What follows belongs to an exercise in optimizing a design on an open flow for small area; a production flow would make more cautious choices. Only simulation tests tie the RTL to the original design; equivalence was not proved. No activity file was given, so power comes from the tool's default toggle rates.

// UART
module UART(
    input clk,
    input rst,             
    input start,
    input [7:0] txin,     
    output tx,             
    input rx,              
    output [7:0] rxout,    
    output rxdone,         
    output txdone          
);
Size: ~150 cells after synthesis, roughly 32 flip-flops, ~23 I/O pins.
clock: 10.0 ns
lec_check: 0
cap_margin: 20
core_margin: 2
core_utilization: 70
slew_margin: 20
standard.sh (not shown) runs the stock make flow with config.mk's settings and CLKGATE_MAP_FILE= SYNTH_SCRIPT=/design/flow/synth_recipe.tcl, a recipe that flattens the netlist after the stock synthesis.
==> flow/flow/run.sh <==
#!/bin/bash
# Layout flow: the standard flow (standard.sh) with three changes:
#  - synthesis is synth_recipe.tcl unchanged, except that its ABC mapping call
#    uses an area-oriented ABC script (flow/area.abc) instead of abc_speed;
#  - the port buffers are sky130_fd_sc_hd__buf_1 (BUFFER_PORTS_ARGS);
#  - clock tree synthesis uses small buffers and no dummy loads (CTS_ARGS).
# Each tool's output goes to a log file in this folder.
set -euo pipefail
W=$(pwd)

cat > "$W/area_synth.tcl" <<EOT
proc abc {args} {
  set i [lsearch -exact \$args -script]
  if { \$i >= 0 } { set args [lreplace \$args \$i [expr {\$i + 1}] -script $W/flow/area.abc] }
  yosys abc {*}\$args
}
source $W/synth_recipe.tcl
EOT

export BUFFER_PORTS_ARGS="-buffer_cell sky130_fd_sc_hd__buf_1"
export CTS_ARGS="-sink_clustering_enable -repair_clock_nets -dont_use_dummy_load -buf_list ${CTS_BUF:-sky130_fd_sc_hd__clkbuf_8} -sink_clustering_size 40 -sink_clustering_max_diameter 300"

sed "s#SYNTH_SCRIPT=[^ ]*#SYNTH_SCRIPT=$W/area_synth.tcl#" standard.sh > "$W/area_standard.sh"
grep -q "SYNTH_SCRIPT=$W/area_synth.tcl" "$W/area_standard.sh"

bash "$W/area_standard.sh" synth > "$W/synth.log" 2>&1
bash "$W/area_standard.sh" > "$W/layout.log" 2>&1
==> flow/flow/area.abc <==
strash
&get -n
&deepsyn -T 20
&put
dch
amap
Next try:
==> flow/run.sh (new file) <==
#!/bin/bash
# synth_recipe.tcl (not shown) runs the flow's synth.tcl, then flattens the netlist and writes it again
# the make line also repeats each setting of config.mk as NAME=value (left out here)
make -C /OpenROAD-flow-scripts/flow DESIGN_CONFIG=/design/flow/config.mk WORK_HOME=/design/flow/orfs CLKGATE_MAP_FILE= SYNTH_SCRIPT=/design/flow/synth_recipe.tcl finish
- CORE_UTILIZATION: 70 -> 40
removed: flow/flow/run.sh
removed: flow/flow/area.abc
removed: flow/standard.sh
Effect: The new run ran to the end with no violations. Power is higher by 18%. Setup slack degrades by 0.27 ns. Non-clock buffer count came out lower by 1. Global-route usage goes down by 11 points. Area after synthesis rises by about 14%. Maximum frequency decreases by about 6.6%. Via count grows by 11%. Core utilization went down by 33 points. Clock power came out higher by about 7%.
Next try:
==> flow/flow/run.sh (new file) <==
#!/bin/bash
set -o pipefail
export BUFFER_PORTS_ARGS="-buffer_cell sky130_fd_sc_hd__buf_1"
bash standard.sh > standard.log 2>&1
==> flow/standard.sh (new file) <==
#!/bin/bash
# synth_recipe.tcl (not shown) runs the flow's synth.tcl, then flattens the netlist and writes it again
# the make line also repeats each setting of config.mk as NAME=value (left out here)
make -C /OpenROAD-flow-scripts/flow DESIGN_CONFIG=/design/flow/config.mk WORK_HOME=/design/flow/orfs CLKGATE_MAP_FILE= SYNTH_SCRIPT=/design/flow/synth_recipe.tcl "${@:-finish}"
- CORE_UTILIZATION: 40 -> 70
- CTS_BUF_LIST: not set -> sky130_fd_sc_hd__clkbuf_8
- CTS_CLUSTER_DIAMETER: not set -> 200
- CTS_CLUSTER_SIZE: not set -> 32
removed: flow/run.sh
What happened:
- The new run completed with no timing, DRC or antenna violations
- power grows by 11%
- cell area shrinks by 6.3%
- core utilization grows by 32 points
Next try:
- CTS_BUF_LIST: sky130_fd_sc_hd__clkbuf_8 -> sky130_fd_sc_hd__clkbuf_4
- CTS_CLUSTER_DIAMETER: 200 -> not set
- CTS_CLUSTER_SIZE: 32 -> not set
Total power falls by 9.5%.
Via count rises by 0.70%.
Cell area falls by 2.9%.

## separate check: timing with driven ports
How much do the figures lean on ideal ports? The routed layouts below were timed once more, with nothing changed but the port constraints.
Step 1, drivers: a clkbuf_16 drives clk and a buf_2 each remaining input, both assumed.
Step 2 adds t to the input delays and takes it off the output delays; t is the mean of the earliest and latest rising clock arrival at the registers after step 1. Input paths then give back, and output paths get back, about the clock's delay inside the block.
Slacks: no drivers / after step 1 / after step 2; pairs: no drivers / after step 1.
run | t (ns) | setup slack, ns | cell pins on the clock port's net
the first run | 0.298 | 6.172 / 6.148 / 6.446 | 1
the second run | 0.299 | 5.903 / 5.878 / 6.177 | 1
the third run | 0.301 | 6.214 / 6.192 / 6.493 | 1
the fourth run | 0.352 | 6.152 / 6.131 / 6.483 | 1
After both steps setup and hold are still met in every run listed.
